This is an optimization exercise on Yosys and OpenROAD, whose aim is small area, a short achievable clock period and few clock cycles per item, not a production implementation. The RTL was checked by simulation tests, not by an equivalence proof against the original design.

[run.sh]
#!/bin/bash
# synth_recipe.tcl (not shown) runs the flow's synth.tcl, then flattens the netlist and writes it again
# the make line also repeats each setting of config.mk as NAME=value (left out here)
make -C /OpenROAD-flow-scripts/flow DESIGN_CONFIG=/design/flow/config.mk WORK_HOME=/design/flow/orfs CLKGATE_MAP_FILE= SYNTH_SCRIPT=/design/flow/synth_recipe.tcl finish
[config.mk]
export PLATFORM = sky130hd
export DESIGN_NAME = sin
export DESIGN_NICKNAME = sin
export VERILOG_FILES = /design/flow/design.v
export SDC_FILE = /design/flow/constraint.sdc
export NUM_CORES = 4
export LEC_CHECK = 0
export CAP_MARGIN = 20
export CORE_MARGIN = 2
export CORE_UTILIZATION = 40
export SETUP_SLACK_MARGIN = 4.0
export SLEW_MARGIN = 20
export SYNTH_HIERARCHICAL = 1
export SYNTH_MINIMUM_KEEP_SIZE = 0
[constraint.sdc]
create_clock -name core_clock -period 9.5 [get_ports {clk}]
set_input_delay 1.9000 -clock core_clock [delete_from_list [all_inputs] [get_ports {clk}]]
set_output_delay 1.9000 -clock core_clock [all_outputs]
set_load 0.01 [all_outputs]
[design.v]
module sin_coeff_lut (
    input  logic [14:0] x,
    output logic [15:0] m3,
    output logic [3:0]  m2,
    output logic        m2ok
);
assign m3 = 16'(x >= 15'h657c) + 16'(x >= 15'h6df4) + 16'(x >= 15'h745c)
          + 16'(x >= 15'h799a) + 16'(x >= 15'h7e1c);
logic [15:1] t;
assign t[1] = x >= 15'h2a96;
assign t[2] = x >= 15'h3063;
assign t[3] = x >= 15'h3443;
assign t[4] = x >= 15'h3756;
assign t[5] = x >= 15'h39bc;
assign t[6] = x >= 15'h3bf5;
assign t[7] = x >= 15'h3dd5;
assign t[8] = x >= 15'h3f54;
assign t[9] = x >= 15'h40ea;
assign t[10] = x >= 15'h425e;
assign t[11] = x >= 15'h4382;
assign t[12] = x >= 15'h449e;
assign t[13] = x >= 15'h45b0;
assign t[14] = x >= 15'h46ba;
assign t[15] = x >= 15'h47bc;
assign m2[0] = (t[1] & ~t[2]) | (t[3] & ~t[4]) | (t[5] & ~t[6]) | (t[7] & ~t[8]) | (t[9] & ~t[10]) | (t[11] & ~t[12]) | (t[13] & ~t[14]) | t[15];
assign m2[1] = (t[2] & ~t[4]) | (t[6] & ~t[8]) | (t[10] & ~t[12]) | t[14];
assign m2[2] = (t[4] & ~t[8]) | t[12];
assign m2[3] = t[8];
assign m2ok = x < 15'h48b8;
endmodule
module sin_datapath (
    input  logic [14:0] ma,
    input  logic [7:0]  b_one,
    input  logic [7:0]  b_two,
    input  logic [6:0]  b_neg,
    input  logic [15:0] acc,
    input  logic        cadd,
    output logic [15:0] p,
    input  logic [14:0] a,
    output logic [12:0] t1
);
wire pp1 = ((b_one[0] & ma[0])) ^ b_neg[0];
wire pp2 = ((b_one[0] & ma[1]) | (b_two[0] & ma[0])) ^ b_neg[0];
wire pp3 = ((b_one[0] & ma[2]) | (b_two[0] & ma[1])) ^ b_neg[0];
wire pp4 = ((b_one[0] & ma[3]) | (b_two[0] & ma[2])) ^ b_neg[0];
wire pp5 = ((b_one[0] & ma[4]) | (b_two[0] & ma[3])) ^ b_neg[0];
wire pp6 = ((b_one[0] & ma[5]) | (b_two[0] & ma[4])) ^ b_neg[0];
wire pp7 = ((b_one[0] & ma[6]) | (b_two[0] & ma[5])) ^ b_neg[0];
wire pp8 = ((b_one[0] & ma[7]) | (b_two[0] & ma[6])) ^ b_neg[0];
wire pp9 = ((b_one[0] & ma[8]) | (b_two[0] & ma[7])) ^ b_neg[0];
wire pp10 = ((b_one[0] & ma[9]) | (b_two[0] & ma[8])) ^ b_neg[0];
wire pp11 = ((b_one[0] & ma[10]) | (b_two[0] & ma[9])) ^ b_neg[0];
wire pp12 = ((b_one[0] & ma[11]) | (b_two[0] & ma[10])) ^ b_neg[0];
wire pp13 = ((b_one[0] & ma[12]) | (b_two[0] & ma[11])) ^ b_neg[0];
wire pp14 = ((b_one[0] & ma[13]) | (b_two[0] & ma[12])) ^ b_neg[0];
wire pp15 = ((b_one[0] & ma[14]) | (b_two[0] & ma[13])) ^ b_neg[0];
wire pp16 = ((b_two[0] & ma[14])) ^ b_neg[0];
wire pp17 = ((b_one[1] & ma[0])) ^ b_neg[1];
wire pp18 = ((b_one[1] & ma[1]) | (b_two[1] & ma[0])) ^ b_neg[1];
wire pp19 = ((b_one[1] & ma[2]) | (b_two[1] & ma[1])) ^ b_neg[1];
wire pp20 = ((b_one[1] & ma[3]) | (b_two[1] & ma[2])) ^ b_neg[1];
wire pp21 = ((b_one[1] & ma[4]) | (b_two[1] & ma[3])) ^ b_neg[1];
wire pp22 = ((b_one[1] & ma[5]) | (b_two[1] & ma[4])) ^ b_neg[1];
wire pp23 = ((b_one[1] & ma[6]) | (b_two[1] & ma[5])) ^ b_neg[1];
wire pp24 = ((b_one[1] & ma[7]) | (b_two[1] & ma[6])) ^ b_neg[1];
wire pp25 = ((b_one[1] & ma[8]) | (b_two[1] & ma[7])) ^ b_neg[1];
wire pp26 = ((b_one[1] & ma[9]) | (b_two[1] & ma[8])) ^ b_neg[1];
wire pp27 = ((b_one[1] & ma[10]) | (b_two[1] & ma[9])) ^ b_neg[1];
wire pp28 = ((b_one[1] & ma[11]) | (b_two[1] & ma[10])) ^ b_neg[1];
wire pp29 = ((b_one[1] & ma[12]) | (b_two[1] & ma[11])) ^ b_neg[1];
wire pp30 = ((b_one[1] & ma[13]) | (b_two[1] & ma[12])) ^ b_neg[1];
wire pp31 = ((b_one[1] & ma[14]) | (b_two[1] & ma[13])) ^ b_neg[1];
wire pp32 = ((b_two[1] & ma[14])) ^ b_neg[1];
wire pp33 = ((b_one[2] & ma[0])) ^ b_neg[2];
wire pp34 = ((b_one[2] & ma[1]) | (b_two[2] & ma[0])) ^ b_neg[2];
wire pp35 = ((b_one[2] & ma[2]) | (b_two[2] & ma[1])) ^ b_neg[2];
wire pp36 = ((b_one[2] & ma[3]) | (b_two[2] & ma[2])) ^ b_neg[2];
wire pp37 = ((b_one[2] & ma[4]) | (b_two[2] & ma[3])) ^ b_neg[2];
wire pp38 = ((b_one[2] & ma[5]) | (b_two[2] & ma[4])) ^ b_neg[2];
wire pp39 = ((b_one[2] & ma[6]) | (b_two[2] & ma[5])) ^ b_neg[2];
wire pp40 = ((b_one[2] & ma[7]) | (b_two[2] & ma[6])) ^ b_neg[2];
wire pp41 = ((b_one[2] & ma[8]) | (b_two[2] & ma[7])) ^ b_neg[2];
wire pp42 = ((b_one[2] & ma[9]) | (b_two[2] & ma[8])) ^ b_neg[2];
wire pp43 = ((b_one[2] & ma[10]) | (b_two[2] & ma[9])) ^ b_neg[2];
wire pp44 = ((b_one[2] & ma[11]) | (b_two[2] & ma[10])) ^ b_neg[2];
wire pp45 = ((b_one[2] & ma[12]) | (b_two[2] & ma[11])) ^ b_neg[2];
wire pp46 = ((b_one[2] & ma[13]) | (b_two[2] & ma[12])) ^ b_neg[2];
wire pp47 = ((b_one[2] & ma[14]) | (b_two[2] & ma[13])) ^ b_neg[2];
wire pp48 = ((b_two[2] & ma[14])) ^ b_neg[2];
wire pp49 = ((b_one[3] & ma[0])) ^ b_neg[3];
wire pp50 = ((b_one[3] & ma[1]) | (b_two[3] & ma[0])) ^ b_neg[3];
wire pp51 = ((b_one[3] & ma[2]) | (b_two[3] & ma[1])) ^ b_neg[3];
wire pp52 = ((b_one[3] & ma[3]) | (b_two[3] & ma[2])) ^ b_neg[3];
wire pp53 = ((b_one[3] & ma[4]) | (b_two[3] & ma[3])) ^ b_neg[3];
wire pp54 = ((b_one[3] & ma[5]) | (b_two[3] & ma[4])) ^ b_neg[3];
wire pp55 = ((b_one[3] & ma[6]) | (b_two[3] & ma[5])) ^ b_neg[3];
wire pp56 = ((b_one[3] & ma[7]) | (b_two[3] & ma[6])) ^ b_neg[3];
wire pp57 = ((b_one[3] & ma[8]) | (b_two[3] & ma[7])) ^ b_neg[3];
wire pp58 = ((b_one[3] & ma[9]) | (b_two[3] & ma[8])) ^ b_neg[3];
wire pp59 = ((b_one[3] & ma[10]) | (b_two[3] & ma[9])) ^ b_neg[3];
wire pp60 = ((b_one[3] & ma[11]) | (b_two[3] & ma[10])) ^ b_neg[3];
wire pp61 = ((b_one[3] & ma[12]) | (b_two[3] & ma[11])) ^ b_neg[3];
wire pp62 = ((b_one[3] & ma[13]) | (b_two[3] & ma[12])) ^ b_neg[3];
wire pp63 = ((b_one[3] & ma[14]) | (b_two[3] & ma[13])) ^ b_neg[3];
wire pp64 = ((b_two[3] & ma[14])) ^ b_neg[3];
wire pp65 = ((b_one[4] & ma[0])) ^ b_neg[4];
wire pp66 = ((b_one[4] & ma[1]) | (b_two[4] & ma[0])) ^ b_neg[4];
wire pp67 = ((b_one[4] & ma[2]) | (b_two[4] & ma[1])) ^ b_neg[4];
wire pp68 = ((b_one[4] & ma[3]) | (b_two[4] & ma[2])) ^ b_neg[4];
wire pp69 = ((b_one[4] & ma[4]) | (b_two[4] & ma[3])) ^ b_neg[4];
wire pp70 = ((b_one[4] & ma[5]) | (b_two[4] & ma[4])) ^ b_neg[4];
wire pp71 = ((b_one[4] & ma[6]) | (b_two[4] & ma[5])) ^ b_neg[4];
wire pp72 = ((b_one[4] & ma[7]) | (b_two[4] & ma[6])) ^ b_neg[4];
wire pp73 = ((b_one[4] & ma[8]) | (b_two[4] & ma[7])) ^ b_neg[4];
wire pp74 = ((b_one[4] & ma[9]) | (b_two[4] & ma[8])) ^ b_neg[4];
wire pp75 = ((b_one[4] & ma[10]) | (b_two[4] & ma[9])) ^ b_neg[4];
wire pp76 = ((b_one[4] & ma[11]) | (b_two[4] & ma[10])) ^ b_neg[4];
wire pp77 = ((b_one[4] & ma[12]) | (b_two[4] & ma[11])) ^ b_neg[4];
wire pp78 = ((b_one[4] & ma[13]) | (b_two[4] & ma[12])) ^ b_neg[4];
wire pp79 = ((b_one[4] & ma[14]) | (b_two[4] & ma[13])) ^ b_neg[4];
wire pp80 = ((b_two[4] & ma[14])) ^ b_neg[4];
wire pp81 = ((b_one[5] & ma[0])) ^ b_neg[5];
wire pp82 = ((b_one[5] & ma[1]) | (b_two[5] & ma[0])) ^ b_neg[5];
wire pp83 = ((b_one[5] & ma[2]) | (b_two[5] & ma[1])) ^ b_neg[5];
wire pp84 = ((b_one[5] & ma[3]) | (b_two[5] & ma[2])) ^ b_neg[5];
wire pp85 = ((b_one[5] & ma[4]) | (b_two[5] & ma[3])) ^ b_neg[5];
wire pp86 = ((b_one[5] & ma[5]) | (b_two[5] & ma[4])) ^ b_neg[5];
wire pp87 = ((b_one[5] & ma[6]) | (b_two[5] & ma[5])) ^ b_neg[5];
wire pp88 = ((b_one[5] & ma[7]) | (b_two[5] & ma[6])) ^ b_neg[5];
wire pp89 = ((b_one[5] & ma[8]) | (b_two[5] & ma[7])) ^ b_neg[5];
wire pp90 = ((b_one[5] & ma[9]) | (b_two[5] & ma[8])) ^ b_neg[5];
wire pp91 = ((b_one[5] & ma[10]) | (b_two[5] & ma[9])) ^ b_neg[5];
wire pp92 = ((b_one[5] & ma[11]) | (b_two[5] & ma[10])) ^ b_neg[5];
wire pp93 = ((b_one[5] & ma[12]) | (b_two[5] & ma[11])) ^ b_neg[5];
wire pp94 = ((b_one[5] & ma[13]) | (b_two[5] & ma[12])) ^ b_neg[5];
wire pp95 = ((b_one[5] & ma[14]) | (b_two[5] & ma[13])) ^ b_neg[5];
wire pp96 = ((b_two[5] & ma[14])) ^ b_neg[5];
wire pp97 = ((b_one[6] & ma[0])) ^ b_neg[6];
wire pp98 = ((b_one[6] & ma[1]) | (b_two[6] & ma[0])) ^ b_neg[6];
wire pp99 = ((b_one[6] & ma[2]) | (b_two[6] & ma[1])) ^ b_neg[6];
wire pp100 = ((b_one[6] & ma[3]) | (b_two[6] & ma[2])) ^ b_neg[6];
wire pp101 = ((b_one[6] & ma[4]) | (b_two[6] & ma[3])) ^ b_neg[6];
wire pp102 = ((b_one[6] & ma[5]) | (b_two[6] & ma[4])) ^ b_neg[6];
wire pp103 = ((b_one[6] & ma[6]) | (b_two[6] & ma[5])) ^ b_neg[6];
wire pp104 = ((b_one[6] & ma[7]) | (b_two[6] & ma[6])) ^ b_neg[6];
wire pp105 = ((b_one[6] & ma[8]) | (b_two[6] & ma[7])) ^ b_neg[6];
wire pp106 = ((b_one[6] & ma[9]) | (b_two[6] & ma[8])) ^ b_neg[6];
wire pp107 = ((b_one[6] & ma[10]) | (b_two[6] & ma[9])) ^ b_neg[6];
wire pp108 = ((b_one[6] & ma[11]) | (b_two[6] & ma[10])) ^ b_neg[6];
wire pp109 = ((b_one[6] & ma[12]) | (b_two[6] & ma[11])) ^ b_neg[6];
wire pp110 = ((b_one[6] & ma[13]) | (b_two[6] & ma[12])) ^ b_neg[6];
wire pp111 = ((b_one[6] & ma[14]) | (b_two[6] & ma[13])) ^ b_neg[6];
wire pp112 = ((b_two[6] & ma[14])) ^ b_neg[6];
wire pp113 = (b_one[7] & ma[0]);
wire pp114 = (b_one[7] & ma[1]) | (b_two[7] & ma[0]);
wire pp115 = (b_one[7] & ma[2]) | (b_two[7] & ma[1]);
wire pp116 = (b_one[7] & ma[3]) | (b_two[7] & ma[2]);
wire pp117 = (b_one[7] & ma[4]) | (b_two[7] & ma[3]);
wire pp118 = (b_one[7] & ma[5]) | (b_two[7] & ma[4]);
wire pp119 = (b_one[7] & ma[6]) | (b_two[7] & ma[5]);
wire pp120 = (b_one[7] & ma[7]) | (b_two[7] & ma[6]);
wire pp121 = (b_one[7] & ma[8]) | (b_two[7] & ma[7]);
wire pp122 = (b_one[7] & ma[9]) | (b_two[7] & ma[8]);
wire pp123 = (b_one[7] & ma[10]) | (b_two[7] & ma[9]);
wire pp124 = (b_one[7] & ma[11]) | (b_two[7] & ma[10]);
wire pp125 = (b_one[7] & ma[12]) | (b_two[7] & ma[11]);
wire pp126 = (b_one[7] & ma[13]) | (b_two[7] & ma[12]);
wire pp127 = (b_one[7] & ma[14]) | (b_two[7] & ma[13]);
wire pp128 = (b_two[7] & ma[14]);
wire s129, c129;
sin_ha u129 (.a(pp9), .b(pp23), .s(s129), .co(c129));
wire s130, c130;
sin_ha u130 (.a(pp10), .b(pp24), .s(s130), .co(c130));
wire s131, c131;
sin_fa u131 (.a(pp11), .b(pp25), .c(pp39), .s(s131), .co(c131));
wire s132, c132;
sin_ha u132 (.a(pp53), .b(pp67), .s(s132), .co(c132));
wire s133, c133;
sin_fa u133 (.a(pp12), .b(pp26), .c(pp40), .s(s133), .co(c133));
wire s134, c134;
sin_ha u134 (.a(pp54), .b(pp68), .s(s134), .co(c134));
wire s135, c135;
sin_fa u135 (.a(pp13), .b(pp27), .c(pp41), .s(s135), .co(c135));
wire s136, c136;
sin_fa u136 (.a(pp55), .b(pp69), .c(pp83), .s(s136), .co(c136));
wire s137, c137;
sin_ha u137 (.a(pp97), .b(b_neg[6]), .s(s137), .co(c137));
wire s138, c138;
sin_fa u138 (.a(pp14), .b(pp28), .c(pp42), .s(s138), .co(c138));
wire s139, c139;
sin_fa u139 (.a(pp56), .b(pp70), .c(pp84), .s(s139), .co(c139));
wire s140, c140;
sin_ha u140 (.a(pp98), .b(cadd), .s(s140), .co(c140));
wire s141, c141;
sin_fa u141 (.a(pp15), .b(pp29), .c(pp43), .s(s141), .co(c141));
wire s142, c142;
sin_fa u142 (.a(pp57), .b(pp71), .c(pp85), .s(s142), .co(c142));
wire s143, c143;
sin_fa u143 (.a(pp99), .b(pp113), .c(cadd), .s(s143), .co(c143));
wire s144, c144;
sin_fa u144 (.a(pp16), .b(pp30), .c(pp44), .s(s144), .co(c144));
wire s145, c145;
sin_fa u145 (.a(pp58), .b(pp72), .c(pp86), .s(s145), .co(c145));
wire s146, c146;
sin_fa u146 (.a(pp100), .b(pp114), .c(acc[0]), .s(s146), .co(c146));
wire s147, c147;
sin_fa u147 (.a(b_neg[0]), .b(pp31), .c(pp45), .s(s147), .co(c147));
wire s148, c148;
sin_fa u148 (.a(pp59), .b(pp73), .c(pp87), .s(s148), .co(c148));
wire s149, c149;
sin_fa u149 (.a(pp101), .b(pp115), .c(acc[1]), .s(s149), .co(c149));
wire s150, c150;
sin_fa u150 (.a(b_neg[0]), .b(pp32), .c(pp46), .s(s150), .co(c150));
wire s151, c151;
sin_fa u151 (.a(pp60), .b(pp74), .c(pp88), .s(s151), .co(c151));
wire s152, c152;
sin_fa u152 (.a(pp102), .b(pp116), .c(acc[2]), .s(s152), .co(c152));
wire s153, c153;
sin_fa u153 (.a(~b_neg[0]), .b(~b_neg[1]), .c(pp47), .s(s153), .co(c153));
wire s154, c154;
sin_fa u154 (.a(pp61), .b(pp75), .c(pp89), .s(s154), .co(c154));
wire s155, c155;
sin_fa u155 (.a(pp103), .b(pp117), .c(acc[3]), .s(s155), .co(c155));
wire s156, c156;
sin_fa u156 (.a(pp48), .b(pp62), .c(pp76), .s(s156), .co(c156));
wire s157, c157;
sin_fa u157 (.a(pp90), .b(pp104), .c(pp118), .s(s157), .co(c157));
wire s158 = ~acc[4];
wire s159, c159;
sin_fa u159 (.a(~b_neg[2]), .b(pp63), .c(pp77), .s(s159), .co(c159));
wire s160, c160;
sin_fa u160 (.a(pp91), .b(pp105), .c(pp119), .s(s160), .co(c160));
wire s161, c161;
sin_fa u161 (.a(pp64), .b(pp78), .c(pp92), .s(s161), .co(c161));
wire s162, c162;
sin_ha u162 (.a(pp106), .b(pp120), .s(s162), .co(c162));
wire s163, c163;
sin_fa u163 (.a(~b_neg[3]), .b(pp79), .c(pp93), .s(s163), .co(c163));
wire s164, c164;
sin_ha u164 (.a(pp80), .b(pp94), .s(s164), .co(c164));
wire s165, c165;
sin_ha u165 (.a(pp5), .b(pp19), .s(s165), .co(c165));
wire s166, c166;
sin_ha u166 (.a(pp6), .b(pp20), .s(s166), .co(c166));
wire s167, c167;
sin_fa u167 (.a(pp7), .b(pp21), .c(pp35), .s(s167), .co(c167));
wire s168, c168;
sin_ha u168 (.a(pp49), .b(b_neg[3]), .s(s168), .co(c168));
wire s169, c169;
sin_fa u169 (.a(pp8), .b(pp22), .c(pp36), .s(s169), .co(c169));
wire s170, c170;
sin_ha u170 (.a(pp50), .b(cadd), .s(s170), .co(c170));
wire s171, c171;
sin_fa u171 (.a(s129), .b(pp37), .c(pp51), .s(s171), .co(c171));
wire s172, c172;
sin_fa u172 (.a(pp65), .b(b_neg[4]), .c(cadd), .s(s172), .co(c172));
wire s173, c173;
sin_fa u173 (.a(s130), .b(pp38), .c(pp52), .s(s173), .co(c173));
wire s174, c174;
sin_fa u174 (.a(pp66), .b(cadd), .c(c129), .s(s174), .co(c174));
wire s175, c175;
sin_fa u175 (.a(s131), .b(s132), .c(pp81), .s(s175), .co(c175));
wire s176, c176;
sin_fa u176 (.a(b_neg[5]), .b(cadd), .c(c130), .s(s176), .co(c176));
wire s177, c177;
sin_fa u177 (.a(s133), .b(s134), .c(pp82), .s(s177), .co(c177));
wire s178, c178;
sin_fa u178 (.a(cadd), .b(c131), .c(c132), .s(s178), .co(c178));
wire s179, c179;
sin_fa u179 (.a(s135), .b(s136), .c(s137), .s(s179), .co(c179));
wire s180, c180;
sin_fa u180 (.a(cadd), .b(c133), .c(c134), .s(s180), .co(c180));
wire s181, c181;
sin_fa u181 (.a(s138), .b(s139), .c(s140), .s(s181), .co(c181));
wire s182, c182;
sin_fa u182 (.a(c135), .b(c136), .c(c137), .s(s182), .co(c182));
wire s183, c183;
sin_fa u183 (.a(s141), .b(s142), .c(s143), .s(s183), .co(c183));
wire s184, c184;
sin_fa u184 (.a(c138), .b(c139), .c(c140), .s(s184), .co(c184));
wire s185, c185;
sin_fa u185 (.a(s144), .b(s145), .c(s146), .s(s185), .co(c185));
wire s186, c186;
sin_fa u186 (.a(c141), .b(c142), .c(c143), .s(s186), .co(c186));
wire s187, c187;
sin_fa u187 (.a(s147), .b(s148), .c(s149), .s(s187), .co(c187));
wire s188, c188;
sin_fa u188 (.a(c144), .b(c145), .c(c146), .s(s188), .co(c188));
wire s189, c189;
sin_fa u189 (.a(s150), .b(s151), .c(s152), .s(s189), .co(c189));
wire s190, c190;
sin_fa u190 (.a(c147), .b(c148), .c(c149), .s(s190), .co(c190));
wire s191, c191;
sin_fa u191 (.a(s153), .b(s154), .c(s155), .s(s191), .co(c191));
wire s192, c192;
sin_fa u192 (.a(c150), .b(c151), .c(c152), .s(s192), .co(c192));
wire s193, c193;
sin_fa u193 (.a(s156), .b(s157), .c(s158), .s(s193), .co(c193));
wire s194, c194;
sin_fa u194 (.a(c153), .b(c154), .c(c155), .s(s194), .co(c194));
wire s195, c195;
sin_fa u195 (.a(s159), .b(s160), .c(acc[5]), .s(s195), .co(c195));
wire s196, c196;
sin_fa u196 (.a(c156), .b(c157), .c(acc[4]), .s(s196), .co(c196));
wire s197, c197;
sin_fa u197 (.a(s161), .b(s162), .c(acc[6]), .s(s197), .co(c197));
wire s198 = ~(c159 ^ c160);
wire c199 = c159 | c160;
wire s200, c200;
sin_fa u200 (.a(s163), .b(pp107), .c(pp121), .s(s200), .co(c200));
wire s201, c201;
sin_fa u201 (.a(acc[7]), .b(c161), .c(c162), .s(s201), .co(c201));
wire s202, c202;
sin_fa u202 (.a(s164), .b(pp108), .c(pp122), .s(s202), .co(c202));
wire s203 = ~(acc[8] ^ c163);
wire c204 = acc[8] | c163;
wire s205, c205;
sin_fa u205 (.a(~b_neg[4]), .b(pp95), .c(pp109), .s(s205), .co(c205));
wire s206, c206;
sin_fa u206 (.a(pp123), .b(acc[9]), .c(c164), .s(s206), .co(c206));
wire s207, c207;
sin_fa u207 (.a(pp96), .b(pp110), .c(pp124), .s(s207), .co(c207));
wire s208 = ~acc[10];
wire s209, c209;
sin_fa u209 (.a(~b_neg[5]), .b(pp111), .c(pp125), .s(s209), .co(c209));
wire s210, c210;
sin_ha u210 (.a(pp112), .b(pp126), .s(s210), .co(c210));
wire s211, c211;
sin_ha u211 (.a(pp3), .b(pp17), .s(s211), .co(c211));
wire s212, c212;
sin_ha u212 (.a(pp4), .b(pp18), .s(s212), .co(c212));
wire s213, c213;
sin_fa u213 (.a(s165), .b(pp33), .c(b_neg[2]), .s(s213), .co(c213));
wire s214, c214;
sin_fa u214 (.a(s166), .b(pp34), .c(cadd), .s(s214), .co(c214));
wire s215, c215;
sin_fa u215 (.a(s167), .b(s168), .c(cadd), .s(s215), .co(c215));
wire s216, c216;
sin_fa u216 (.a(s169), .b(s170), .c(c167), .s(s216), .co(c216));
wire s217, c217;
sin_fa u217 (.a(s171), .b(s172), .c(c169), .s(s217), .co(c217));
wire s218, c218;
sin_fa u218 (.a(s173), .b(s174), .c(c171), .s(s218), .co(c218));
wire s219, c219;
sin_fa u219 (.a(s175), .b(s176), .c(c173), .s(s219), .co(c219));
wire s220, c220;
sin_fa u220 (.a(s177), .b(s178), .c(c175), .s(s220), .co(c220));
wire s221, c221;
sin_fa u221 (.a(s179), .b(s180), .c(c177), .s(s221), .co(c221));
wire s222, c222;
sin_fa u222 (.a(s181), .b(s182), .c(c179), .s(s222), .co(c222));
wire s223, c223;
sin_fa u223 (.a(s183), .b(s184), .c(c181), .s(s223), .co(c223));
wire s224, c224;
sin_fa u224 (.a(s185), .b(s186), .c(c183), .s(s224), .co(c224));
wire s225, c225;
sin_fa u225 (.a(s187), .b(s188), .c(c185), .s(s225), .co(c225));
wire s226, c226;
sin_fa u226 (.a(s189), .b(s190), .c(c187), .s(s226), .co(c226));
wire s227, c227;
sin_fa u227 (.a(s191), .b(s192), .c(c189), .s(s227), .co(c227));
wire s228, c228;
sin_fa u228 (.a(s193), .b(s194), .c(c191), .s(s228), .co(c228));
wire s229, c229;
sin_fa u229 (.a(s195), .b(s196), .c(c193), .s(s229), .co(c229));
wire s230, c230;
sin_fa u230 (.a(s197), .b(s198), .c(c195), .s(s230), .co(c230));
wire s231, c231;
sin_fa u231 (.a(s200), .b(s201), .c(c197), .s(s231), .co(c231));
wire s232, c232;
sin_fa u232 (.a(s202), .b(s203), .c(c200), .s(s232), .co(c232));
wire s233, c233;
sin_fa u233 (.a(s205), .b(s206), .c(c202), .s(s233), .co(c233));
wire s234, c234;
sin_fa u234 (.a(s207), .b(s208), .c(c205), .s(s234), .co(c234));
wire s235, c235;
sin_fa u235 (.a(s209), .b(acc[11]), .c(c207), .s(s235), .co(c235));
wire s236 = ~(s210 ^ acc[12]);
wire c237 = s210 | acc[12];
wire s238, c238;
sin_fa u238 (.a(~b_neg[6]), .b(pp127), .c(acc[13]), .s(s238), .co(c238));
wire s239, c239;
sin_ha u239 (.a(pp128), .b(acc[14]), .s(s239), .co(c239));
wire s240, c240;
sin_ha u240 (.a(pp1), .b(b_neg[0]), .s(s240), .co(c240));
wire s241, c241;
sin_ha u241 (.a(pp2), .b(cadd), .s(s241), .co(c241));
wire s242, c242;
sin_fa u242 (.a(s211), .b(b_neg[1]), .c(cadd), .s(s242), .co(c242));
wire s243, c243;
sin_fa u243 (.a(s212), .b(cadd), .c(c211), .s(s243), .co(c243));
wire s244, c244;
sin_fa u244 (.a(s213), .b(cadd), .c(c212), .s(s244), .co(c244));
wire s245, c245;
sin_fa u245 (.a(s214), .b(c165), .c(c213), .s(s245), .co(c245));
wire s246, c246;
sin_fa u246 (.a(s215), .b(c166), .c(c214), .s(s246), .co(c246));
wire s247, c247;
sin_fa u247 (.a(s216), .b(c168), .c(c215), .s(s247), .co(c247));
wire s248, c248;
sin_fa u248 (.a(s217), .b(c170), .c(c216), .s(s248), .co(c248));
wire s249, c249;
sin_fa u249 (.a(s218), .b(c172), .c(c217), .s(s249), .co(c249));
wire s250, c250;
sin_fa u250 (.a(s219), .b(c174), .c(c218), .s(s250), .co(c250));
wire s251, c251;
sin_fa u251 (.a(s220), .b(c176), .c(c219), .s(s251), .co(c251));
wire s252, c252;
sin_fa u252 (.a(s221), .b(c178), .c(c220), .s(s252), .co(c252));
wire s253, c253;
sin_fa u253 (.a(s222), .b(c180), .c(c221), .s(s253), .co(c253));
wire s254, c254;
sin_fa u254 (.a(s223), .b(c182), .c(c222), .s(s254), .co(c254));
wire s255, c255;
sin_fa u255 (.a(s224), .b(c184), .c(c223), .s(s255), .co(c255));
wire s256, c256;
sin_fa u256 (.a(s225), .b(c186), .c(c224), .s(s256), .co(c256));
wire s257, c257;
sin_fa u257 (.a(s226), .b(c188), .c(c225), .s(s257), .co(c257));
wire s258, c258;
sin_fa u258 (.a(s227), .b(c190), .c(c226), .s(s258), .co(c258));
wire s259, c259;
sin_fa u259 (.a(s228), .b(c192), .c(c227), .s(s259), .co(c259));
wire s260, c260;
sin_fa u260 (.a(s229), .b(c194), .c(c228), .s(s260), .co(c260));
wire s261, c261;
sin_fa u261 (.a(s230), .b(c196), .c(c229), .s(s261), .co(c261));
wire s262, c262;
sin_fa u262 (.a(s231), .b(c199), .c(c230), .s(s262), .co(c262));
wire s263, c263;
sin_fa u263 (.a(s232), .b(c201), .c(c231), .s(s263), .co(c263));
wire s264, c264;
sin_fa u264 (.a(s233), .b(c204), .c(c232), .s(s264), .co(c264));
wire s265, c265;
sin_fa u265 (.a(s234), .b(c206), .c(c233), .s(s265), .co(c265));
wire s266, c266;
sin_fa u266 (.a(s235), .b(acc[10]), .c(c234), .s(s266), .co(c266));
wire s267, c267;
sin_fa u267 (.a(s236), .b(c209), .c(c235), .s(s267), .co(c267));
wire s268, c268;
sin_fa u268 (.a(s238), .b(c210), .c(c237), .s(s268), .co(c268));
wire s269 = ~(s239 ^ c238);
wire c270 = s239 | c238;
wire s271 = ~(acc[15] ^ c239);
wire c272 = acc[15] | c239;
wire [30:0] pa = {s271, s269, s268, s267, s266, s265, s264, s263, s262, s261, s260, s259, s258, s257, s256, s255, s254, s253, s252, s251, s250, s249, s248, s247, s246, s245, s244, s243, s242, s241, s240};
wire [30:0] pb = {c270, c268, c267, c266, c265, c264, c263, c262, c261, c260, c259, c258, c257, c256, c255, c254, c253, c252, c251, c250, c249, c248, c247, c246, c245, c244, c243, c242, c241, c240, cadd};
wire [30:0] ps;
assign ps[14:0] = 15'd0;
sin_add31 add (.a(pa), .b(pb), .s(ps[30:15]));
assign p = ps[30:15];
wire s100001, c100001;
sin_ha u100001 (.a(a[12]), .b(a[10]), .s(s100001), .co(c100001));
wire s100002, c100002;
sin_fa u100002 (.a(a[13]), .b(a[11]), .c(a[9]), .s(s100002), .co(c100002));
wire s100003, c100003;
sin_fa u100003 (.a(a[14]), .b(a[12]), .c(a[10]), .s(s100003), .co(c100003));
wire s100004, c100004;
sin_ha u100004 (.a(a[13]), .b(a[11]), .s(s100004), .co(c100004));
wire s100005, c100005;
sin_ha u100005 (.a(a[14]), .b(a[12]), .s(s100005), .co(c100005));
wire s100006, c100006;
sin_ha u100006 (.a(a[8]), .b(a[6]), .s(s100006), .co(c100006));
wire s100007, c100007;
sin_fa u100007 (.a(a[9]), .b(a[7]), .c(a[5]), .s(s100007), .co(c100007));
wire s100008, c100008;
sin_fa u100008 (.a(a[10]), .b(a[8]), .c(a[6]), .s(s100008), .co(c100008));
wire s100009, c100009;
sin_ha u100009 (.a(a[4]), .b(a[2]), .s(s100009), .co(c100009));
wire s100010, c100010;
sin_fa u100010 (.a(a[11]), .b(a[9]), .c(a[7]), .s(s100010), .co(c100010));
wire s100011, c100011;
sin_fa u100011 (.a(a[5]), .b(a[3]), .c(a[1]), .s(s100011), .co(c100011));
wire s100012, c100012;
sin_fa u100012 (.a(s100001), .b(a[8]), .c(a[6]), .s(s100012), .co(c100012));
wire s100013, c100013;
sin_fa u100013 (.a(a[4]), .b(a[2]), .c(a[0]), .s(s100013), .co(c100013));
wire s100014, c100014;
sin_fa u100014 (.a(s100002), .b(a[7]), .c(a[5]), .s(s100014), .co(c100014));
wire s100015, c100015;
sin_fa u100015 (.a(a[3]), .b(a[1]), .c(c100001), .s(s100015), .co(c100015));
wire s100016, c100016;
sin_fa u100016 (.a(s100003), .b(a[8]), .c(a[6]), .s(s100016), .co(c100016));
wire s100017, c100017;
sin_fa u100017 (.a(a[4]), .b(a[2]), .c(c100002), .s(s100017), .co(c100017));
wire s100018, c100018;
sin_fa u100018 (.a(s100004), .b(a[9]), .c(a[7]), .s(s100018), .co(c100018));
wire s100019, c100019;
sin_fa u100019 (.a(a[5]), .b(a[3]), .c(c100003), .s(s100019), .co(c100019));
wire s100020, c100020;
sin_fa u100020 (.a(s100005), .b(a[10]), .c(a[8]), .s(s100020), .co(c100020));
wire s100021, c100021;
sin_fa u100021 (.a(a[6]), .b(a[4]), .c(c100004), .s(s100021), .co(c100021));
wire s100022, c100022;
sin_fa u100022 (.a(a[13]), .b(a[11]), .c(a[9]), .s(s100022), .co(c100022));
wire s100023, c100023;
sin_fa u100023 (.a(a[7]), .b(a[5]), .c(c100005), .s(s100023), .co(c100023));
wire s100024, c100024;
sin_fa u100024 (.a(a[14]), .b(a[12]), .c(a[10]), .s(s100024), .co(c100024));
wire s100025, c100025;
sin_ha u100025 (.a(a[8]), .b(a[6]), .s(s100025), .co(c100025));
wire s100026, c100026;
sin_fa u100026 (.a(a[13]), .b(a[11]), .c(a[9]), .s(s100026), .co(c100026));
wire s100027, c100027;
sin_ha u100027 (.a(a[14]), .b(a[12]), .s(s100027), .co(c100027));
wire s100028, c100028;
sin_ha u100028 (.a(a[6]), .b(a[4]), .s(s100028), .co(c100028));
wire s100029, c100029;
sin_fa u100029 (.a(a[7]), .b(a[5]), .c(a[3]), .s(s100029), .co(c100029));
wire s100030, c100030;
sin_fa u100030 (.a(s100006), .b(a[4]), .c(a[2]), .s(s100030), .co(c100030));
wire s100031, c100031;
sin_fa u100031 (.a(s100007), .b(a[3]), .c(a[1]), .s(s100031), .co(c100031));
wire s100032, c100032;
sin_fa u100032 (.a(s100008), .b(s100009), .c(a[0]), .s(s100032), .co(c100032));
wire s100033, c100033;
sin_fa u100033 (.a(s100010), .b(s100011), .c(c100008), .s(s100033), .co(c100033));
wire s100034, c100034;
sin_fa u100034 (.a(s100012), .b(s100013), .c(c100010), .s(s100034), .co(c100034));
wire s100035, c100035;
sin_fa u100035 (.a(s100014), .b(s100015), .c(c100012), .s(s100035), .co(c100035));
wire s100036, c100036;
sin_fa u100036 (.a(s100016), .b(s100017), .c(c100014), .s(s100036), .co(c100036));
wire s100037, c100037;
sin_fa u100037 (.a(s100018), .b(s100019), .c(c100016), .s(s100037), .co(c100037));
wire s100038, c100038;
sin_fa u100038 (.a(s100020), .b(s100021), .c(c100018), .s(s100038), .co(c100038));
wire s100039, c100039;
sin_fa u100039 (.a(s100022), .b(s100023), .c(c100020), .s(s100039), .co(c100039));
wire s100040, c100040;
sin_fa u100040 (.a(s100024), .b(s100025), .c(c100022), .s(s100040), .co(c100040));
wire s100041, c100041;
sin_fa u100041 (.a(s100026), .b(a[7]), .c(c100024), .s(s100041), .co(c100041));
wire s100042, c100042;
sin_fa u100042 (.a(s100027), .b(a[10]), .c(a[8]), .s(s100042), .co(c100042));
wire s100043, c100043;
sin_fa u100043 (.a(a[13]), .b(a[11]), .c(a[9]), .s(s100043), .co(c100043));
wire s100044, c100044;
sin_ha u100044 (.a(a[14]), .b(a[12]), .s(s100044), .co(c100044));
wire s100045, c100045;
sin_ha u100045 (.a(a[4]), .b(a[2]), .s(s100045), .co(c100045));
wire s100046, c100046;
sin_fa u100046 (.a(a[5]), .b(a[3]), .c(a[1]), .s(s100046), .co(c100046));
wire s100047, c100047;
sin_fa u100047 (.a(s100028), .b(a[2]), .c(a[0]), .s(s100047), .co(c100047));
wire s100048, c100048;
sin_fa u100048 (.a(s100029), .b(a[1]), .c(c100028), .s(s100048), .co(c100048));
wire s100049, c100049;
sin_fa u100049 (.a(s100030), .b(a[0]), .c(c100029), .s(s100049), .co(c100049));
wire s100050, c100050;
sin_fa u100050 (.a(s100031), .b(c100006), .c(c100030), .s(s100050), .co(c100050));
wire s100051, c100051;
sin_fa u100051 (.a(s100032), .b(c100007), .c(c100031), .s(s100051), .co(c100051));
wire s100052, c100052;
sin_fa u100052 (.a(s100033), .b(c100009), .c(c100032), .s(s100052), .co(c100052));
wire s100053, c100053;
sin_fa u100053 (.a(s100034), .b(c100011), .c(c100033), .s(s100053), .co(c100053));
wire s100054, c100054;
sin_fa u100054 (.a(s100035), .b(c100013), .c(c100034), .s(s100054), .co(c100054));
wire s100055, c100055;
sin_fa u100055 (.a(s100036), .b(c100015), .c(c100035), .s(s100055), .co(c100055));
wire s100056, c100056;
sin_fa u100056 (.a(s100037), .b(c100017), .c(c100036), .s(s100056), .co(c100056));
wire s100057, c100057;
sin_fa u100057 (.a(s100038), .b(c100019), .c(c100037), .s(s100057), .co(c100057));
wire s100058, c100058;
sin_fa u100058 (.a(s100039), .b(c100021), .c(c100038), .s(s100058), .co(c100058));
wire s100059, c100059;
sin_fa u100059 (.a(s100040), .b(c100023), .c(c100039), .s(s100059), .co(c100059));
wire s100060, c100060;
sin_fa u100060 (.a(s100041), .b(c100025), .c(c100040), .s(s100060), .co(c100060));
wire s100061, c100061;
sin_fa u100061 (.a(s100042), .b(c100026), .c(c100041), .s(s100061), .co(c100061));
wire s100062, c100062;
sin_fa u100062 (.a(s100043), .b(c100027), .c(c100042), .s(s100062), .co(c100062));
wire s100063, c100063;
sin_fa u100063 (.a(s100044), .b(a[10]), .c(c100043), .s(s100063), .co(c100063));
wire s100064, c100064;
sin_fa u100064 (.a(a[13]), .b(a[11]), .c(c100044), .s(s100064), .co(c100064));
wire s100065, c100065;
sin_ha u100065 (.a(a[14]), .b(a[12]), .s(s100065), .co(c100065));
wire [27:0] t1w_a = {1'b0, a[14], a[13], s100065, s100064, s100063, s100062, s100061, s100060, s100059, s100058, s100057, s100056, s100055, s100054, s100053, s100052, s100051, s100050, s100049, s100048, s100047, s100046, s100045, a[3], a[2], a[1], a[0]};
wire [27:0] t1w_b = {1'b0, 1'b0, c100065, c100064, c100063, c100062, c100061, c100060, c100059, c100058, c100057, c100056, c100055, c100054, c100053, c100052, c100051, c100050, c100049, c100048, c100047, c100046, c100045, a[0], a[1], a[0], 1'b0, 1'b0};
wire [27:0] t1w_s = t1w_a + t1w_b;
wire [12:0] t1w = t1w_s[27:15];
assign t1 = t1w;
endmodule
module sin_fa (
    input  logic a,
    input  logic b,
    input  logic c,
    output logic s,
    output logic co
);
assign s  = a ^ b ^ c;
assign co = (a & b) | (a & c) | (b & c);
endmodule
module sin_ha (
    input  logic a,
    input  logic b,
    output logic s,
    output logic co
);
assign s  = a ^ b;
assign co = a & b;
endmodule
module sin_add31 (
    input  logic [30:0] a,
    input  logic [30:0] b,
    output logic [15:0] s
);
logic [30:0] p, g;
assign p = a ^ b;
assign g = a & b;
wire gg1 = g[1] | (p[1] & g[0]);
wire gg2 = g[3] | (p[3] & g[2]);
wire pp2 = p[3] & p[2];
wire gg3 = g[5] | (p[5] & g[4]);
wire pp3 = p[5] & p[4];
wire gg4 = g[7] | (p[7] & g[6]);
wire pp4 = p[7] & p[6];
wire gg5 = g[9] | (p[9] & g[8]);
wire pp5 = p[9] & p[8];
wire gg6 = g[11] | (p[11] & g[10]);
wire pp6 = p[11] & p[10];
wire gg7 = g[13] | (p[13] & g[12]);
wire pp7 = p[13] & p[12];
wire gg8 = g[15] | (p[15] & g[14]);
wire pp8 = p[15] & p[14];
wire gg9 = g[17] | (p[17] & g[16]);
wire pp9 = p[17] & p[16];
wire gg10 = g[19] | (p[19] & g[18]);
wire pp10 = p[19] & p[18];
wire gg11 = g[21] | (p[21] & g[20]);
wire pp11 = p[21] & p[20];
wire gg12 = g[23] | (p[23] & g[22]);
wire pp12 = p[23] & p[22];
wire gg13 = g[25] | (p[25] & g[24]);
wire pp13 = p[25] & p[24];
wire gg14 = g[27] | (p[27] & g[26]);
wire pp14 = p[27] & p[26];
wire gg15 = g[29] | (p[29] & g[28]);
wire pp15 = p[29] & p[28];
wire gg16 = g[2] | (p[2] & gg1);
wire gg17 = gg2 | (pp2 & gg1);
wire gg18 = g[6] | (p[6] & gg3);
wire pp18 = p[6] & pp3;
wire gg19 = gg4 | (pp4 & gg3);
wire pp19 = pp4 & pp3;
wire gg20 = g[10] | (p[10] & gg5);
wire pp20 = p[10] & pp5;
wire gg21 = gg6 | (pp6 & gg5);
wire pp21 = pp6 & pp5;
wire gg22 = g[14] | (p[14] & gg7);
wire pp22 = p[14] & pp7;
wire gg23 = gg8 | (pp8 & gg7);
wire pp23 = pp8 & pp7;
wire gg24 = g[18] | (p[18] & gg9);
wire pp24 = p[18] & pp9;
wire gg25 = gg10 | (pp10 & gg9);
wire pp25 = pp10 & pp9;
wire gg26 = g[22] | (p[22] & gg11);
wire pp26 = p[22] & pp11;
wire gg27 = gg12 | (pp12 & gg11);
wire pp27 = pp12 & pp11;
wire gg28 = g[26] | (p[26] & gg13);
wire pp28 = p[26] & pp13;
wire gg29 = gg14 | (pp14 & gg13);
wire pp29 = pp14 & pp13;
wire gg30 = g[30] | (p[30] & gg15);
wire pp30 = p[30] & pp15;
wire gg31 = g[4] | (p[4] & gg17);
wire gg32 = gg3 | (pp3 & gg17);
wire gg33 = gg18 | (pp18 & gg17);
wire gg34 = gg19 | (pp19 & gg17);
wire gg35 = g[12] | (p[12] & gg21);
wire pp35 = p[12] & pp21;
wire gg36 = gg7 | (pp7 & gg21);
wire pp36 = pp7 & pp21;
wire gg37 = gg22 | (pp22 & gg21);
wire pp37 = pp22 & pp21;
wire gg38 = gg23 | (pp23 & gg21);
wire pp38 = pp23 & pp21;
wire gg39 = g[20] | (p[20] & gg25);
wire pp39 = p[20] & pp25;
wire gg40 = gg11 | (pp11 & gg25);
wire pp40 = pp11 & pp25;
wire gg41 = gg26 | (pp26 & gg25);
wire pp41 = pp26 & pp25;
wire gg42 = gg27 | (pp27 & gg25);
wire pp42 = pp27 & pp25;
wire gg43 = g[28] | (p[28] & gg29);
wire pp43 = p[28] & pp29;
wire gg44 = gg15 | (pp15 & gg29);
wire pp44 = pp15 & pp29;
wire gg45 = gg30 | (pp30 & gg29);
wire pp45 = pp30 & pp29;
wire gg46 = g[8] | (p[8] & gg34);
wire gg47 = gg5 | (pp5 & gg34);
wire gg48 = gg20 | (pp20 & gg34);
wire gg49 = gg21 | (pp21 & gg34);
wire gg50 = gg35 | (pp35 & gg34);
wire gg51 = gg36 | (pp36 & gg34);
wire gg52 = gg37 | (pp37 & gg34);
wire gg53 = gg38 | (pp38 & gg34);
wire gg54 = g[24] | (p[24] & gg42);
wire pp54 = p[24] & pp42;
wire gg55 = gg13 | (pp13 & gg42);
wire pp55 = pp13 & pp42;
wire gg56 = gg28 | (pp28 & gg42);
wire pp56 = pp28 & pp42;
wire gg57 = gg29 | (pp29 & gg42);
wire pp57 = pp29 & pp42;
wire gg58 = gg43 | (pp43 & gg42);
wire pp58 = pp43 & pp42;
wire gg59 = gg44 | (pp44 & gg42);
wire pp59 = pp44 & pp42;
wire gg60 = gg45 | (pp45 & gg42);
wire pp60 = pp45 & pp42;
wire gg61 = g[16] | (p[16] & gg53);
wire gg62 = gg9 | (pp9 & gg53);
wire gg63 = gg24 | (pp24 & gg53);
wire gg64 = gg25 | (pp25 & gg53);
wire gg65 = gg39 | (pp39 & gg53);
wire gg66 = gg40 | (pp40 & gg53);
wire gg67 = gg41 | (pp41 & gg53);
wire gg68 = gg42 | (pp42 & gg53);
wire gg69 = gg54 | (pp54 & gg53);
wire gg70 = gg55 | (pp55 & gg53);
wire gg71 = gg56 | (pp56 & gg53);
wire gg72 = gg57 | (pp57 & gg53);
wire gg73 = gg58 | (pp58 & gg53);
wire gg74 = gg59 | (pp59 & gg53);
wire gg75 = gg60 | (pp60 & gg53);
assign s = {p[30] ^ gg74, p[29] ^ gg73, p[28] ^ gg72, p[27] ^ gg71, p[26] ^ gg70, p[25] ^ gg69, p[24] ^ gg68, p[23] ^ gg67, p[22] ^ gg66, p[21] ^ gg65, p[20] ^ gg64, p[19] ^ gg63, p[18] ^ gg62, p[17] ^ gg61, p[16] ^ gg53, p[15] ^ gg52};
endmodule
module sin (
    input  logic        clk,
    input  logic        rst_n,
    input  logic [15:0] x,
    input  logic        start,
    output logic [15:0] result,
    output logic        done
);
logic [4:1]  st;
logic [14:0] ra, bnext;
logic [7:0]  b_one, b_two, n_one, n_two;
logic [6:0]  b_neg, n_neg;
logic [12:0] t1;
logic [15:0] acc, p, m3;
logic [2:0]  m3r;
logic [3:0]  m2s, m2r;
logic        m2ok;
logic        zero, lng, med, lngr, medr;
assign zero = x[14:0] < 15'h0748;     
assign lng  = ~m2ok;                  
assign med  = ~zero & ~lng;           
always_ff @(posedge clk) begin
    lngr <= lng;
    medr <= med;
end
always_ff @(posedge clk or negedge rst_n) begin
    if (!rst_n) begin
        st <= 4'b0000;
    end else begin
        st <= {st[3], st[2] & lngr, st[1], done & start & ~zero};
    end
end
assign done = ~|st;
sin_coeff_lut lut (.x(x[14:0]), .m3(m3), .m2(m2s), .m2ok(m2ok));
assign acc = (st[4] | (st[2] & medr)) ? result : 16'h0000;
sin_datapath datapath (.ma(ra), .b_one(b_one), .b_two(b_two), .b_neg(b_neg), .acc(acc), .cadd(st[2] & medr), .p(p),
                       .a(ra), .t1(t1));
always_comb begin
    if (st[1])      bnext = {2'b00, t1};
    else if (st[2]) bnext = 15'h0666;
    else if (done)  bnext = x[14:0];
    else            bnext = result[14:0];
end
sin_booth_enc enc (.b(bnext), .one(n_one), .two(n_two), .neg(n_neg));
always_ff @(posedge clk) begin
    ra    <= done ? x[14:0] : p[14:0];
    b_one <= n_one;
    b_two <= n_two;
    b_neg <= n_neg ^ {7{st[1] & medr}};    
    m3r   <= m3[2:0];
    m2r   <= m2s;
end
always_ff @(posedge clk) begin
    if (done & start) result <= {1'b0, x[14:0]};
    if (st[1] & medr) result <= result + {12'b0, m2r};
    if ((st[1] & lngr) | (st[2] & medr) | st[4]) result <= p;
    if (st[3])         result <= {1'b0, x[14:0]} - {1'b0, ra} - {13'b0, m3r};
end
endmodule
module sin_booth_enc (
    input  logic [14:0] b,
    output logic [7:0]  one,
    output logic [7:0]  two,
    output logic [6:0]  neg
);
logic [16:0] e;
assign e = {1'b0, b, 1'b0};
always_comb begin
    for (int i = 0; i < 8; i++) begin
        one[i] = e[2*i+1] ^ e[2*i];
        two[i] = (e[2*i+2] & ~e[2*i+1] & ~e[2*i]) | (~e[2*i+2] & e[2*i+1] & e[2*i]);
    end
    for (int i = 0; i < 7; i++) neg[i] = e[2*i+2];
end
endmodule
==> metrics.md, run 1 <==
| Metric | Value |
|---|---|
| Cells after synthesis | `1,422` |
| Vias in the first global route | `11,372` |
| IO Pins | `36` |
| Synth Net Count | `1,736` |
| Ys Warns | `8` |
| Mean Syn Cell Area | `9.23 sq um` |
| Crit path max fanout | `13` |
| Max cap viols | `0` |
| Clock Skew | `7.68 ps` |
| Fin crit period | `roughly 5300 ps` |
| Worst-skew pair later-pin latency | `340 ps` |
| Setup TNS Final | `0 ps` |
| Post-Layout Cell Count | `1,874` |
| Pin count of the biggest net entering global routing | `39` |
| Final Slew Violations | `0` |
| First-pass GRT wire length | `64.3 mm` |
| CP Capture Type | `register` |
| Synthesis-to-layout area growth | `15.2%` |
| Fillers | `slightly above 3,000` |
| CP Buf/Inv Count | `1` |
| Slew headroom | `23.7%` |
| Via Count | `11,136` |
| Fin. Hold Viols | `0` |
| Clock Pin Slew Worst Setup and Hold Paths | `60 ps` |
| CTS Hold Bufs | `0` |
| Slowest cell on the critical path | `fa_1` |
| Num CTS Buffers | `9` |
| GPL Wtd Cong | `0.885` |
| GR Util All Layers | `24.5%` |
| Final wirelength | `around 42 mm` |
| DR WL/cell | `22.4 um` |
| Starting Density | `40.4%` |
| Die Ht | `185 um` |
| Peak Freq | `187 MHz` |
| CTS tree | `done` |
| PortBufs | `34` |
| Crit-path leading delay family | `adder cells` |
| Routed vias/inst | `5.94` |
| CTS root buf | `clkbuf_16` |
| Status | `finished clean` |
| Clock buffer depth | `2` |
| H-tree depth | `3` |
| Die Area | `34,300 sq um` |
| CTS sink cnt | `67` |
| # rows | `66` |
| Crit path DAT | `roughly 5500 ps` |
| Final Util | `46.6%` |
| Share of post-route cells with drive strength above 1 | `between 10 and 15%` |
| Final Setup Violations | `0` |
| Final worst path period share | `56.2%` |
| Startpoint Class | `register` |
| Placed Cells | `1,818` |
| WP data required | `9710 ps` |
| Initial antenna violation count | `0` |
| First-pass detailed-route iteration total | `6` |
| Hold Crit Class | `register to register` |
| CP cell instances | `buf_12 -> a22oi_2 -> xnor2_1 -> fa_1 -> fa_1 -> fa_1 -> fa_1 -> ha_1 -> nand3_2 -> nor2_2 -> o211ai_1 -> o211a_4 -> o21a_4 -> a21oi_2 -> xor2_1 -> nor2_1 -> a311oi_2 -> a22o_1` |
| Unrepaired setup endpoints after global routing | `false` |
| Iteration-0 DRC Markers | `a little over 1,000` |
| Post-synthesis cell area | `13,100 sq um` |
| Worst-Margin Slew | `roughly 1100 ps` |
| Number of diodes | `0` |
| Routed Antenna Nets | `0` |
| Width of the die | `approximately 190 um` |
| Layout Nets | `1,741` |
| Most Frequent Cell on Critical Path | `fa_1` |
| CP Class | `register to register` |
| DP HPWL | `27.5 mm` |
| Crit path largest cell delay | `590 ps` |
| Core Region | `32,500 sq um` |
| DRC | `0` |
| Overflow after GRT | `0` |
per-layer routing:
metal / routed length, um / vias to the layer above / global-route usage, % / part of all wire (%)
met5: 0 / - / 0 / 0
met4: 1600 / 0 / 8.67 / 3.8
met3: 3420 / 105 / 4.33 / 8.1
met2: 19100 / 478 / 39.8 / 45
met1: 17900 / 5511 / 32.8 / 43
li1: - / 5042 / - / -
cells in the final DEF (no fill, tap or decap), types with 14 or more instances in the layout:
master	count
nor3_1	17
dfxtp_1	16
a22o_1	16
a21o_1	24
nor2_1	35
fa_1	171
nand3_1	25
a22oi_1	87
nor2b_1	22
dfxtp_4	27
o21ai_0	66
edfxtp_1	16
clkdlybuf4s50_1	34
buf_4	37
clkbuf_16	14
a22oi_2	17
xnor2_1	145
nand2_1	88
inv_1	101
xor2_1	23
a21oi_1	73
ha_1	115
a211oi_1	19
registers in the layout, indices dropped and copies added (netlist names):
signal and cells:
medr 1, m3r 3, b_one 8, lngr 1
b_two 8, result 16, ra 15, m2r 4
st 4, b_neg 7
cell type report:
| class | count | area, sq um | area share, % |
|---|---|---|---|
| Tap cell | 442 | 553 | 3.66 |
| Clock inverter | 6 | 73.8 | 0.488 |
| Timing Repair Buffer | 100 | 1210 | 8.04 |
| Clock buffer | 10 | 229 | 1.51 |
| Inverter | 102 | 383 | 2.53 |
| Multi-Input combinational cell | 1147 | 11000 | 73.0 |
| Sequential cell | 67 | 1630 | 10.8 |
path summary, 6_finish.rpt:
kind                            start         end  slack [ps]  depth (start not counted)
worst max-delay path            ra[2]  result[11]        4170                         18
worst min-delay path             lngr       st[3]         490                          1
worst max register to register  ra[2]  result[11]        4170                         18
worst min register to register   lngr       st[3]         490                          1
max in group asynchronous       rst_n       st[3]        7520                          1
min in group asynchronous       rst_n       st[1]        1790                          1
through the flow:
stage / instance area (sq um) / hold WS (ps) / setup slack (ps)
finish: 15100 / 489 / 4170
global route: 15100 / 506 / 3950
CTS: 14500 / 485 / 4010
detailed placement: 13700 / 468 / 3220
global placement: 13700 / 458 / 3300
floorplan: 13100 / 349 / 4010
what timing repair did:
| item | 4_1_cts | 5_1_grt |
|---|---|---|
| endpoints found under the setup margin | 42 | 33 |
| gates resized for setup | 60 | 77 |
| pin swaps | 4 | 43 |
| endpoints found under the hold margin | 0 | 0 |
| setup buffers | 11 | 22 |
| gates cloned | 1 | 5 |
Testbench counts, summed over its fixed seeds: cycles 1,428, items 384.
==> inputs of run 2 (changes only) <==
--- a/config.mk
+++ b/config.mk
@@ -8,7 +8,7 @@
 export CAP_MARGIN = 20
 export CORE_MARGIN = 2
 export CORE_UTILIZATION = 40
-export SETUP_SLACK_MARGIN = 4.0
+export SETUP_SLACK_MARGIN = 4.25
 export SLEW_MARGIN = 20
 export SYNTH_HIERARCHICAL = 1
 export SYNTH_MINIMUM_KEEP_SIZE = 0
==> run 2 against run 1 <==
Net effect: still clean on timing, DRC and antenna; worst setup slack improved by 99 ps; worst hold slack improved by 9.6 ps; sequential cell count unchanged; area after synthesis stayed put; design area increased by 5.2%; maximum frequency is 1.9% higher; global-route usage up 0.53 points; via count is 3.8% higher; critical path depth up 2; cell count up 3.2%; largest cell class unchanged.
==> metrics.md, run 2 <==
| Metric | Value |
|---|---|
| Crit path largest cell delay | `520 ps` |
| Layout Nets | `between 1,500 and 2,000` |
| CP Class | `register to register` |
| DR WL/cell | `approximately 23 um` |
| Width of the die | `185 um` |
| Max cap viols | `0` |
| Number of diodes | `0` |
| GR Util All Layers | `25.0%` |
| CTS tree | `done` |
| Iteration-0 DRC Markers | `between 900 and 1,000` |
| Setup slack at placement | `between 3000 and 4000 ps` |
| Core Region | `32,500 sq um` |
| CP Buf/Inv Count | `3` |
| R2r startpoint | `ra[8]` |
| Post-synthesis cell area | `13,100 sq um` |
| Final worst path period share | `a little under three fifths` |
| Routed vias/inst | `5.97` |
| # rows | `66` |
| WP data required | `9670 ps` |
| Via Count | `11,554` |
| Num CTS Buffers | `9` |
| First-pass detailed-route iteration total | `7` |
| CTS Hold Bufs | `0` |
| PortBufs | `34` |
| CP Capture Type | `register` |
| CTS sink cnt | `67` |
| Ys Warns | `8` |
| Crit path to | `result[13]` |
| IO Pins | `36` |
| GPL Wtd Cong | `0.873` |
| Final wirelength | `about 44 mm` |
| Setup slack after layout | `4260 ps` |
| Initial antenna violation count | `0` |
| Fin. Hold Viols | `0` |
| Slew headroom | `roughly a quarter` |
| Reg2reg end | `result[13]` |
| Clock Skew | `6.68 ps` |
| Cells after synthesis | `1,422` |
| Pin count of the biggest net entering global routing | `39` |
| Worst-skew pair later-pin latency | `340 ps` |
| Startpoint Class | `register` |
| Top Registers | `result: 16 flops, ra: 15 flops` |
| Crit path max fanout | `12` |
| Max FFs per register | `16` |
| Clock buffer depth | `2` |
| Peak Freq | `between 150 and 200 MHz` |
| Most Frequent Cell on Critical Path | `fa_1` |
| CP cell instances | `buf_12 -> buf_16 -> a22oi_2 -> xnor2_1 -> ha_1 -> fa_1 -> fa_1 -> fa_1 -> ha_1 -> nand4_1 -> a31oi_2 -> a211oi_2 -> o211a_4 -> buf_6 -> o21a_4 -> nor2_4 -> o311ai_4 -> a21oi_2 -> o21a_1 -> a221oi_2` |
| Critical Path Source | `ra[8]` |
| DRC | `0` |
| CP Depth | `20` |
| Hold Crit Class | `register to register` |
| Synthesis-to-layout area growth | `21.2%` |
| Synth Net Count | `1,736` |
| H-tree depth | `3` |
| Mean Syn Cell Area | `9.23 sq um` |
| Starting Density | `40.4%` |
| Unrepaired setup endpoints after global routing | `true` |
| Slowest cell on the critical path | `fa_1` |
| CTS root buf | `clkbuf_16` |
| Crit path DAT | `5410 ps` |
| Final Slew Violations | `0` |
| Overflow after GRT | `0` |
| Final Util | `between 40% and 50%` |
| Vias in the first global route | `11,403` |
| Commonest non-fill, non-tap cells in the layout | `168 x fa_1, 141 x xnor2_1, 105 x ha_1` |
| Crit-path leading delay family | `adder cells` |
| Routed Antenna Nets | `0` |
| Share of post-route cells with drive strength above 1 | `18.6%` |
| Largest reg by FF count | `result` |
| Final Setup Violations | `0` |
| FF-to-FF setup slack | `approximately 4300 ps` |
| First-pass GRT wire length | `~66 mm` |
| Commonest non-fill, non-tap cell in the layout | `fa_1` |
| Clock Pin Slew Worst Setup and Hold Paths | `60 ps` |
| Die Ht | `185 um` |
| Die Area | `34,300 sq um` |
| Hold depth | `1` |
| Worst-Margin Slew | `1100 ps` |
| Setup TNS Final | `0 ps` |
| Fin crit period | `5240 ps` |
| DP HPWL | `about 27 mm` |
| R2r worst-path depth | `20` |
| Fillers | `2,930` |
| Status | `finished clean` |
-- run 2: layout make-up --
cell class | count | area [sq um] | area share [%]
Clock buffer | 9 | 225 | 1.42
Clock inverter | 7 | 81.3 | 0.511
Inverter | 102 | 383 | 2.41
Multi-Input combinational cell | 1147 | 11300 | 71.3
Sequential cell | 67 | 1630 | 10.3
Tap cell | 442 | 553 | 3.48
Timing Repair Buffer | 160 | 1680 | 10.6
-- run 2: worst min path at each step --
stage                     start  endpoint  slack (ps)
after global routing       lngr     st[3]         510
after detailed placement   lngr     st[3]         490
final                      lngr     st[3]         500
after global placement     lngr     st[3]         460
after CTS                  lngr     st[3]         500
after floorplan           st[1]     st[2]         350
-- run 2: what timing repair did --
item	4_1_cts	5_1_grt
buffers inserted	38	70
pin swaps	16	102
gates resized for setup	62	111
setup endpoints to repair	46	34
-- run 2: metal layers --
layer  global-route usage, %  vias up  routed length [um]
met5                       0        -                   0
met4                    7.40        0                1400
met3                    4.13       98                3600
met2                    40.8      590               20600
met1                    34.1     5709               18300
li1                        -     5157                   -
-- run 2: per-stage QoR --
| step | hold slack [ps] | cell area (sq um) | std cells |
|---|---|---|---|
| 2_1_floorplan | 349 | 13200 | 1422 |
| 3_3_place_gp | 457 | 13700 | 1810 |
| 3_5_place_dp | 488 | 13700 | 1810 |
| 4_1_cts | 500 | 14700 | 1864 |
| 5_1_grt | 512 | 15900 | 1934 |
| 6_report | 499 | 15900 | 1934 |
-- run 2: worst register-to-register path: stages, from the launching register on --
cell,delay [ps]
dfxtp_4,460
buf_12,180
buf_16,180
a22oi_2,110
xnor2_1,130
ha_1,320
fa_1,510
fa_1,520
fa_1,450
ha_1,310
nand4_1,120
a31oi_2,110
a211oi_2,220
o211a_4,280
buf_6,120
o21a_4,170
nor2_4,50
o311ai_4,340
a21oi_2,120
o21a_1,170
a221oi_2,230
==> inputs of run 3 (changes only) <==
--- a/config.mk
+++ b/config.mk
@@ -7,8 +7,8 @@
 export LEC_CHECK = 0
 export CAP_MARGIN = 20
 export CORE_MARGIN = 2
-export CORE_UTILIZATION = 40
-export SETUP_SLACK_MARGIN = 4.25
+export CORE_UTILIZATION = 50
+export SETUP_SLACK_MARGIN = 4.0
 export SLEW_MARGIN = 20
 export SYNTH_HIERARCHICAL = 1
 export SYNTH_MINIMUM_KEEP_SIZE = 0
==> run 3 against run 2 <==
Net effect: clock skew is 3.3 ps higher; wire length fell by 7.0%; global-route usage up 4.5 points; non-clock buffer count shrank 62; core utilization grew 8.5 points; area after synthesis unchanged; sequential cell count did not move; synthesized cell count unchanged; maximum frequency is 2.4% lower; critical path type unchanged.
==> metrics.md, run 3 <==
| Metric | Value |
|---|---|
| Routed Antenna Nets | `0` |
| GR Util All Layers | `29.6%` |
| Fin crit period | `~5400 ps` |
| Slew headroom | `~40%` |
| Worst-Margin Slew | `between 800 and 900 ps` |
| Largest reg by FF count | `result` |
| Clock Pin Slew Worst Setup and Hold Paths | `60 ps` |
| Number of diodes | `0` |
| WP data required | `9670 ps` |
| Final Slew Violations | `0` |
| Top Registers | `result: 16 flops, ra: 15 flops` |
| First-pass GRT wire length | `64.0 mm` |
| Width of the die | `roughly 170 um` |
| Final wirelength | `around 41 mm` |
| Routed vias/inst | `about 6.3` |
| Die Ht | `166 um` |
| Startpoint Class | `register` |
| Initial antenna violation count | `0` |
| PortBufs | `34` |
| Min-delay src | `lngr` |
| Final worst path period share | `56.4%` |
| DRC | `0` |
| Hold Crit Class | `register to register` |
| Num CTS Buffers | `9` |
| Post-synthesis cell area | `13,100 sq um` |
| Core Region | `around 26,000 sq um` |
| Via Count | `11,078` |
| Max cap viols | `0` |
| Iteration-0 DRC Markers | `around 900` |
| Crit path DAT | `5530 ps` |
| GPL Wtd Cong | `0.904` |
| Final Setup Violations | `0` |
| Starting Density | `50.6%` |
| Peak Freq | `186 MHz` |
| # rows | `59` |
| CTS Hold Bufs | `0` |
| CP Class | `register to register` |
| CP Capture Type | `register` |
| Critical Path Source | `ra[10]` |
| Fin. Hold Viols | `0` |
| Worst-skew pair later-pin latency | `340 ps` |
| Setup TNS Final | `0 ps` |
| First-pass detailed-route iteration total | `5` |
| Cells after synthesis | `1,422` |
| CTS sink cnt | `67` |
| Crit path max fanout | `6` |
| Fillers | `about 2,300` |
| CTS tree | `done` |
| Max FFs per register | `16` |
| Pin count of the biggest net entering global routing | `39` |
| Clock buffer depth | `2` |
| Commonest non-fill, non-tap cells in the layout | `174 x fa_1, 142 x xnor2_1, 114 x ha_1` |
| DR WL/cell | `23.1 um` |
| CTS root buf | `clkbuf_16` |
| Status | `finished clean` |
| Vias in the first global route | `11,240` |
| H-tree depth | `3` |
| Share of post-route cells with drive strength above 1 | `12.0%` |
| IO Pins | `36` |
| Clock Skew | `9.98 ps` |
| Layout Nets | `about 1,700` |
| Overflow after GRT | `0` |
| R2r startpoint | `ra[10]` |
| Ys Warns | `8` |
| Die Area | `27,600 sq um` |
| Mean Syn Cell Area | `9.23 sq um` |
| DP HPWL | `27.5 mm` |
| Commonest non-fill, non-tap cell in the layout | `fa_1` |
| Unrepaired setup endpoints after global routing | `true` |
| Synth Net Count | `1,736` |
| Synthesis-to-layout area growth | `13.5%` |
[run 3: final cells by class]
cell class / count / area [sq um] / share of cell area [%]
tap: 335 / 419 / 2.81
sequential: 67 / 1620 / 10.9
clock buffer: 10 / 229 / 1.54
clock inverter: 6 / 46.3 / 0.311
multi-input combinational: 1147 / 11100 / 74.2
timing repair buffer: 98 / 1140 / 7.68
inverter: 102 / 383 / 2.57
[run 3: worst max-delay path, cell delays in order, from the launching register on]
cell and delay [ps]:
dfxtp_4 400, buf_4 190, a22oi_2 200, xnor2_2 140
fa_1 460, fa_1 510, fa_1 580, fa_1 460
ha_4 280, a21oi_1 150, a31oi_1 120, a211oi_2 310
o211a_4 280, o21a_4 180, nor2_1 60, o311ai_2 320
a21oi_1 150, o21a_1 150, a221oi_2 270
[run 3: metal layers]
layer	GRT usage, %	vias to the layer above	wire (um)
met2	48.9	463	19300
met1	40.3	5499	17600
met5	0	-	0
li1	-	5027	-
met4	9.68	0	1260
met3	3.96	89	2720
[run 3: repair_timing]
action / CTS / global route
resized for setup: 57 / 69
buffers inserted: 11 / 17
cloned: 2 / 3
pin swaps: 5 / 38
setup endpoints to repair: 40 / 28
[run 3: path summary, 6_finish.rpt]
kind,endpoint,slack [ps],cells after the start
setup / recovery,result[13],4140,18
hold / removal,st[3],480,1
setup reg to reg,result[13],4140,18
hold reg to reg,st[3],480,1
max in group asynchronous,st[1],7510,1
min in group asynchronous,st[2],1790,1
[run 3: through the flow]
stage | cell area [sq um] | worst slack (ps) | hold WS, ps | util (%) | instances
global placement | 13600 | 3280 | 454 | 52.7 | 1715
floorplan | 13100 | 4010 | 349 | - | 1422
finish | 14900 | 4140 | 475 | 57.5 | 1765
global route | 14900 | 3930 | 518 | 57.5 | 1765
CTS | 14300 | 3980 | 481 | 55.4 | 1744
detailed placement | 13600 | 3210 | 463 | 52.7 | 1715

separate check: timing with driven ports:
The flow's constraints put no driver on any port. The routed layouts listed below were extracted and timed again, unchanged, in two steps.
Step 1 (the two cells are an assumption about what drives the block):
set clk [get_ports {clk}]
set_driving_cell -lib_cell sky130_fd_sc_hd__clkbuf_16 $clk
set_driving_cell -lib_cell sky130_fd_sc_hd__buf_2 [delete_from_list [all_inputs] $clk]
Step 2, shift: input delay + t, output delay - t, t = (earliest + latest rising clock arrival at the registers) / 2. This alone moves slack from input paths to output paths.
Three values: no drivers, after step 1, after step 2; two values: the first two.
run	t (ns)	slack for setup (ns)	pins driven straight from the clock port
run 1	0.374	4.166 / 4.166 / 4.148	1
run 2	0.379	4.264 / 4.264 / 4.123	1
run 3	0.382	4.137 / 4.137 / 4.072	1
After both steps every run listed still meets setup and hold. The setup slack of run 2, which loses most, moves by 0.000 ns with the drivers and by -0.141 ns with both steps.
